Context: an optimization exercise on an open-source flow, tuned for small area. The choices shown serve that exercise and are no tape-out recipe.
The clock port is modelled as an ideal driver; clocking choices that lean on that would not hold on a real chip.
Power and IR drop assume default switching activity.

==> trial 68: inputs <==
==> flow/design.v <==
module sv_uart_rx
(
  input  logic        iclk          ,
  input  logic        irst          ,
  output logic  [7:0] m_axis_tdata  ,
  output logic        m_axis_tvalid ,
  input  logic        m_axis_tready ,
  input  logic [15:0] idivider      ,
  input  logic        irx
);
  logic  [2:0] metastab;
  logic  [4:0] frx;
  logic        true_rx;
  logic        dtrue_rx;
  logic        fall_rx;
  logic        ena;
  logic        eop;
  logic [15:0] ncnt;
  logic  [3:0] cnt_pack;
  logic  [7:0] freg;
  logic        quarter;
  logic [15:0] ncnt_inc;
  logic        clk_ena;
  always_ff @(posedge iclk) begin
    if (irst) begin
      metastab <= '0;
      frx      <= '0;
      true_rx  <= 1'b0;
      dtrue_rx <= 1'b0;
      fall_rx  <= 1'b0;
    end else begin
      metastab <= {metastab[1:0], irx};
      frx      <= {frx[3:0], metastab[2]};
      if (&frx)          true_rx <= 1'b1;
      else if (~|frx)    true_rx <= 1'b0;
      dtrue_rx <= true_rx;
      fall_rx  <= dtrue_rx & ~true_rx;
    end
  end
  assign quarter = (cnt_pack == 4'd0);
  logic [16:0] cy;
  assign cy[0] = ~quarter;
  assign cy[1] = ~quarter & ncnt[0];
  assign cy[2] = quarter | (ncnt[1] & ncnt[0]);
  for (genvar i = 2; i < 16; i++) begin : g_inc
    assign cy[i+1] = cy[i] & ncnt[i];
  end
  assign ncnt_inc = ncnt ^ cy[15:0];
  assign clk_ena  = ena && (&ncnt[15:3]) &&
                    (quarter ? !ncnt[2] : (ncnt[2:0] == 3'b110));
  always_ff @(posedge iclk) begin
    if (irst)          ena <= 1'b0;
    else if (fall_rx)  ena <= 1'b1;
    else if (eop)      ena <= 1'b0;
    if (clk_ena || !ena)  ncnt <= ~idivider;
    else                  ncnt <= ncnt_inc;
    if (!ena)          cnt_pack <= '0;
    else if (clk_ena)  cnt_pack <= cnt_pack + 4'd1;
    eop <= (cnt_pack == 4'd8) && clk_ena;
    if (clk_ena)  freg <= {true_rx, freg[7:1]};
    if (irst)  m_axis_tvalid <= 1'b0;
    else       m_axis_tvalid <= eop && ena && m_axis_tready;
  end
  assign m_axis_tdata = freg;
endmodule
module sv_uart_tx
(
  input  logic        iclk          ,
  input  logic        irst          ,
  input  logic [23:0] s_axis_tdata  ,
  input  logic        s_axis_tvalid ,
  output logic        s_axis_tready ,
  input  logic [15:0] idivider      ,
  output logic        otx
);
  localparam logic [3:0] P_STOP  = 4'd8;     
  localparam logic [3:0] P_IDLE  = 4'd10;    
  localparam logic [3:0] P_PRE0  = 4'd11;    
  localparam logic [3:0] P_PRE1  = 4'd12;    
  localparam logic [3:0] P_WAIT  = 4'd13;    
  localparam logic [3:0] P_SOP   = 4'd14;    
  localparam logic [3:0] P_START = 4'd15;    
  logic  [3:0] phase;
  logic  [1:0] byte_idx;
  logic [15:0] nbaud;
  logic [23:0] dat;      
  logic        timed;
  logic        bit_end;
  logic        dbit;
  logic [16:0] cy;         
  logic [15:0] nbaud_inc;
  assign cy[0] = 1'b1;
  for (genvar i = 0; i < 16; i++) begin : g_inc
    assign cy[i+1] = cy[i] & nbaud[i];
  end
  assign nbaud_inc = nbaud ^ cy[15:0];
  assign s_axis_tready = (phase == P_IDLE);
  assign timed   = !phase[3] || (phase == P_STOP) || (phase[3:1] == 3'b111);
  assign bit_end = timed && cy[16];
  assign dbit    = dat[{byte_idx, phase[2:0]}];
  always_ff @(posedge iclk) begin
    if (timed && !bit_end)  nbaud <= nbaud_inc;
    else                    nbaud <= ~idivider;
    if (s_axis_tvalid && s_axis_tready)
      dat <= {s_axis_tdata[7:0], s_axis_tdata[15:8], s_axis_tdata[23:16]};
    if (s_axis_tvalid && s_axis_tready)  byte_idx <= 2'd0;
    else if (phase == P_STOP && bit_end) byte_idx <= byte_idx + 2'd1;
    if (irst)
      phase <= P_IDLE;
    else case (phase)
      P_IDLE  : if (s_axis_tvalid) phase <= P_PRE0;
      P_PRE0, P_PRE1, P_WAIT : phase <= phase + 4'd1;
      P_STOP  : if (bit_end) phase <= (byte_idx == 2'd2) ? P_IDLE : P_WAIT;
      default : if (bit_end) phase <= phase + 4'd1;    
    endcase
  end
  assign otx = phase[3] ? (phase != P_START) : dbit;
endmodule
module sv_uart_engine
#(
  parameter int DATA_WIDTH = 24
)
(
  input  logic                  iclk          ,
  input  logic                  irst          ,
  output logic [DATA_WIDTH-1:0] m_axis_tdata  ,
  output logic                  m_axis_tvalid ,
  input  logic                  m_axis_tready ,
  input  logic [DATA_WIDTH-1:0] s_axis_tdata  ,
  input  logic                  s_axis_tvalid ,
  output logic                  s_axis_tready ,
  input  logic           [15:0] idivider      ,
  output logic                  otx           ,
  input  logic                  irx
);
  logic [7:0] rx_data;
  sv_uart_rx rx__ (
    .iclk          (iclk          ),
    .irst          (irst          ),
    .m_axis_tdata  (rx_data       ),
    .m_axis_tvalid (m_axis_tvalid ),
    .m_axis_tready (m_axis_tready ),
    .idivider      (idivider      ),
    .irx           (irx           )
  );
  assign m_axis_tdata = {{(DATA_WIDTH-8){1'b0}}, rx_data};
  sv_uart_tx tx__ (
    .iclk          (iclk          ),
    .irst          (irst          ),
    .s_axis_tdata  (s_axis_tdata  ),
    .s_axis_tvalid (s_axis_tvalid ),
    .s_axis_tready (s_axis_tready ),
    .idivider      (idivider      ),
    .otx           (otx           )
  );
endmodule
==> flow/flow/run.sh <==
#!/bin/bash
# Standard ORFS layout, with these changes: every port gets the smallest
# buffer; logic cells start at their smallest drive strength (flow/downsize.tcl,
# before floorplanning; the repair steps size up what needs it); one tie cell
# drives all constant outputs; the clock tree is built from clkbuf_8, and leaves with at most 10 sinks get clkbuf_4 (flow/cts_leaves.tcl),
# without dummy loads. make's output goes to make_flow.log here; ORFS writes
# each step's log under orfs/logs.
set -euo pipefail
here=$(pwd)
export BUFFER_PORTS_ARGS="-buffer_cell sky130_fd_sc_hd__buf_1"
export CTS_ARGS="-sink_clustering_enable -repair_clock_nets -dont_use_dummy_load -buf_list sky130_fd_sc_hd__clkbuf_8"
export PRE_FLOORPLAN_TCL="$here/flow/downsize.tcl"
export SKIP_REPAIR_TIE_FANOUT=1
export POST_CTS_TCL="$here/flow/cts_leaves.tcl"
bash standard.sh > make_flow.log 2>&1
==> flow/flow/cts_leaves.tcl <==
set db [ord::get_db]
set small [$db findMaster sky130_fd_sc_hd__clkbuf_4]
set n 0
foreach inst [[ord::get_db_block] getInsts] {
  if { [[$inst getMaster] getName] ne "sky130_fd_sc_hd__clkbuf_8" } { continue }
  set out [$inst findITerm X]
  if { $out eq "NULL" } { continue }
  set net [$out getNet]
  if { $net eq "NULL" } { continue }
  set sinks 0
  set leaf 1
  foreach it [$net getITerms] {
    if { [$it isOutputSignal] } { continue }
    incr sinks
    if { [string match "*clkbuf*" [[[$it getInst] getMaster] getName]] } { set leaf 0 }
  }
  if { $leaf && $sinks <= 10 } { $inst swapMaster $small; incr n }
}
puts "cts_leaves: $n leaf clock buffers swapped to clkbuf_4"
detailed_placement
==> flow/flow/downsize.tcl <==
# Sourced before floorplanning: give every logic cell the smallest drive
# strength of its function. Registers keep their cells. Later repair steps
# size up whatever slew, capacitance or timing needs.
set db [ord::get_db]
set dont_use {}
if { [info exists ::env(DONT_USE_CELLS)] } { set dont_use $::env(DONT_USE_CELLS) }
proc ds_usable { name dont_use } {
  foreach pat $dont_use { if { [string match $pat $name] } { return 0 } }
  return 1
}
set n 0
foreach inst [[ord::get_db_block] getInsts] {
  set m [$inst getMaster]
  set name [$m getName]
  if { ![regexp {^(sky130_fd_sc_hd__[a-z0-9]+)_([0-9]+)$} $name -> base drv] } { continue }
  if { [regexp {__(df|edf|sdf|sedf|dl|conb|tap|fill|decap)} $base] } { continue }
  set best $m
  set best_area [expr { [$m getWidth] * [$m getHeight] }]
  foreach s {0 1 2 3 4 6 8 12 16} {
    set c [$db findMaster ${base}_$s]
    if { $c eq "NULL" || $c eq "" } { continue }
    if { ![ds_usable ${base}_$s $dont_use] } { continue }
    set a [expr { [$c getWidth] * [$c getHeight] }]
    if { $a < $best_area } { set best $c; set best_area $a }
  }
  if { $best ne $m } { $inst swapMaster $best; incr n }
}
puts "downsize: $n cells swapped to a smaller drive strength"
==> flow/standard.sh <==
#!/bin/bash
# synth_recipe.tcl (not shown) runs the flow's synth.tcl, then flattens the netlist and writes it again
# the make line also repeats each setting of config.mk as NAME=value (left out here)
make -C /OpenROAD-flow-scripts/flow DESIGN_CONFIG=/design/flow/config.mk WORK_HOME=/design/flow/orfs CLKGATE_MAP_FILE= SYNTH_SCRIPT=/design/flow/synth_recipe.tcl "${@:-finish}"
==> flow/config.mk <==
export PLATFORM = sky130hd
export DESIGN_NAME = sv_uart_engine
export DESIGN_NICKNAME = sv_uart_engine
export VERILOG_FILES = /design/flow/design.v
export SDC_FILE = /design/flow/constraint.sdc
export NUM_CORES = 4
export LEC_CHECK = 0
export CAP_MARGIN = 0
export CORE_MARGIN = 2
export CORE_UTILIZATION = 50
export PLACE_DENSITY = 0.65
export SLEW_MARGIN = 0
==> flow/constraint.sdc <==
create_clock -name core_clock -period 5.0 [get_ports {iclk}]
set_input_delay 1.0000 -clock core_clock [delete_from_list [all_inputs] [get_ports {iclk}]]
set_output_delay 1.0000 -clock core_clock [all_outputs]
set_load 0.01 [all_outputs]
==> trial 60 (differences from trial 68) <==
--- a/flow/design.v
+++ b/flow/design.v
@@ -75,9 +75,8 @@
 );
-  localparam logic [3:0] P_STOP  = 4'd8;     
-  localparam logic [3:0] P_IDLE  = 4'd10;    
-  localparam logic [3:0] P_PRE0  = 4'd11;    
-  localparam logic [3:0] P_PRE1  = 4'd12;    
-  localparam logic [3:0] P_WAIT  = 4'd13;    
-  localparam logic [3:0] P_SOP   = 4'd14;    
-  localparam logic [3:0] P_START = 4'd15;    
+  localparam logic [3:0] P_STOP  = 4'd0;    
+  localparam logic [3:0] P_IDLE  = 4'd1;    
+  localparam logic [3:0] P_EXTRA = 4'd4;    
+  localparam logic [3:0] P_WAIT  = 4'd5;    
+  localparam logic [3:0] P_SOP   = 4'd6;    
+  localparam logic [3:0] P_START = 4'd7;    
   logic  [3:0] phase;
@@ -97,3 +96,3 @@
   assign s_axis_tready = (phase == P_IDLE);
-  assign timed   = !phase[3] || (phase == P_STOP) || (phase[3:1] == 3'b111);
+  assign timed   = (phase == P_STOP) || (phase[3:1] == 3'b011) || phase[3];
   assign bit_end = timed && cy[16];
@@ -110,9 +109,13 @@
     else case (phase)
-      P_IDLE  : if (s_axis_tvalid) phase <= P_PRE0;
-      P_PRE0, P_PRE1, P_WAIT : phase <= phase + 4'd1;
-      P_STOP  : if (bit_end) phase <= (byte_idx == 2'd2) ? P_IDLE : P_WAIT;
+      P_IDLE  : if (s_axis_tvalid) phase <= P_EXTRA;
+      P_EXTRA : phase <= P_WAIT;
+      P_WAIT  : phase <= (byte_idx == 2'd3) ? P_IDLE : P_SOP;
+      P_STOP  : if (bit_end) phase <= P_WAIT;
       default : if (bit_end) phase <= phase + 4'd1;    
     endcase
+    if (irst)
+      otx <= 1'b1;
+    else
+      otx <= !(phase == P_START || phase[3]) || (phase[3] && dbit);
   end
-  assign otx = phase[3] ? (phase != P_START) : dbit;
 endmodule
==> flow/run.sh (new file) <==
#!/bin/bash
# synth_recipe.tcl (not shown) runs the flow's synth.tcl, then flattens the netlist and writes it again
# the make line also repeats each setting of config.mk as NAME=value (left out here)
make -C /OpenROAD-flow-scripts/flow DESIGN_CONFIG=/design/flow/config.mk WORK_HOME=/design/flow/orfs CLKGATE_MAP_FILE= SYNTH_SCRIPT=/design/flow/synth_recipe.tcl finish
- CAP_MARGIN: 0 -> 20
- SLEW_MARGIN: 0 -> 20
removed: flow/flow/run.sh
removed: flow/flow/cts_leaves.tcl
removed: flow/flow/downsize.tcl
removed: flow/standard.sh
==> comparison <==
In trial 60 the sequential power is smaller than in trial 68, by 2.4%.
Of trial 68 and trial 60, trial 60 has the higher core utilization (gap 4.7 points).
Of trial 60 and trial 68, trial 68 has the higher clock skew (gap 0.019 ns).
Between trial 60 and trial 68, the lower maximum frequency is in trial 60 (gap 3.1%, measured against trial 68).
Of trial 60 and trial 68, trial 68 has the higher first-iteration DRC count (gap 15%, measured against trial 68).
Cell count: trial 68 is lower than trial 60 (about 4%).
In trial 68 the wire length is lower than in trial 60, by 2.3%.
Function was not checked in any run of this note: the RTL went through the layout flow alone.

[re-timing with driven ports]
Ports are ideal in the flow. The routed layouts listed here were re-timed in OpenROAD. Step 1 assumes that a clkbuf_16 drives the clock port and a buf_2 every other input. Step 2, shift: input delay + t, output delay - t, t = (earliest + latest rising clock arrival at the registers) / 2. This alone moves slack from input paths to output paths. Slacks: no drivers / after step 1 / after step 2; pairs: no drivers / after step 1.
| run | shift t [ns] | slack for setup (ns) | worst setup path at the end |
|---|---|---|---|
| trial 68 | 0.376 | 0.921 / 0.921 / 0.921 | register to register |
| trial 60 | 0.368 | 0.788 / 0.788 / 0.788 | register to register |
After both steps every run listed still meets setup and hold.
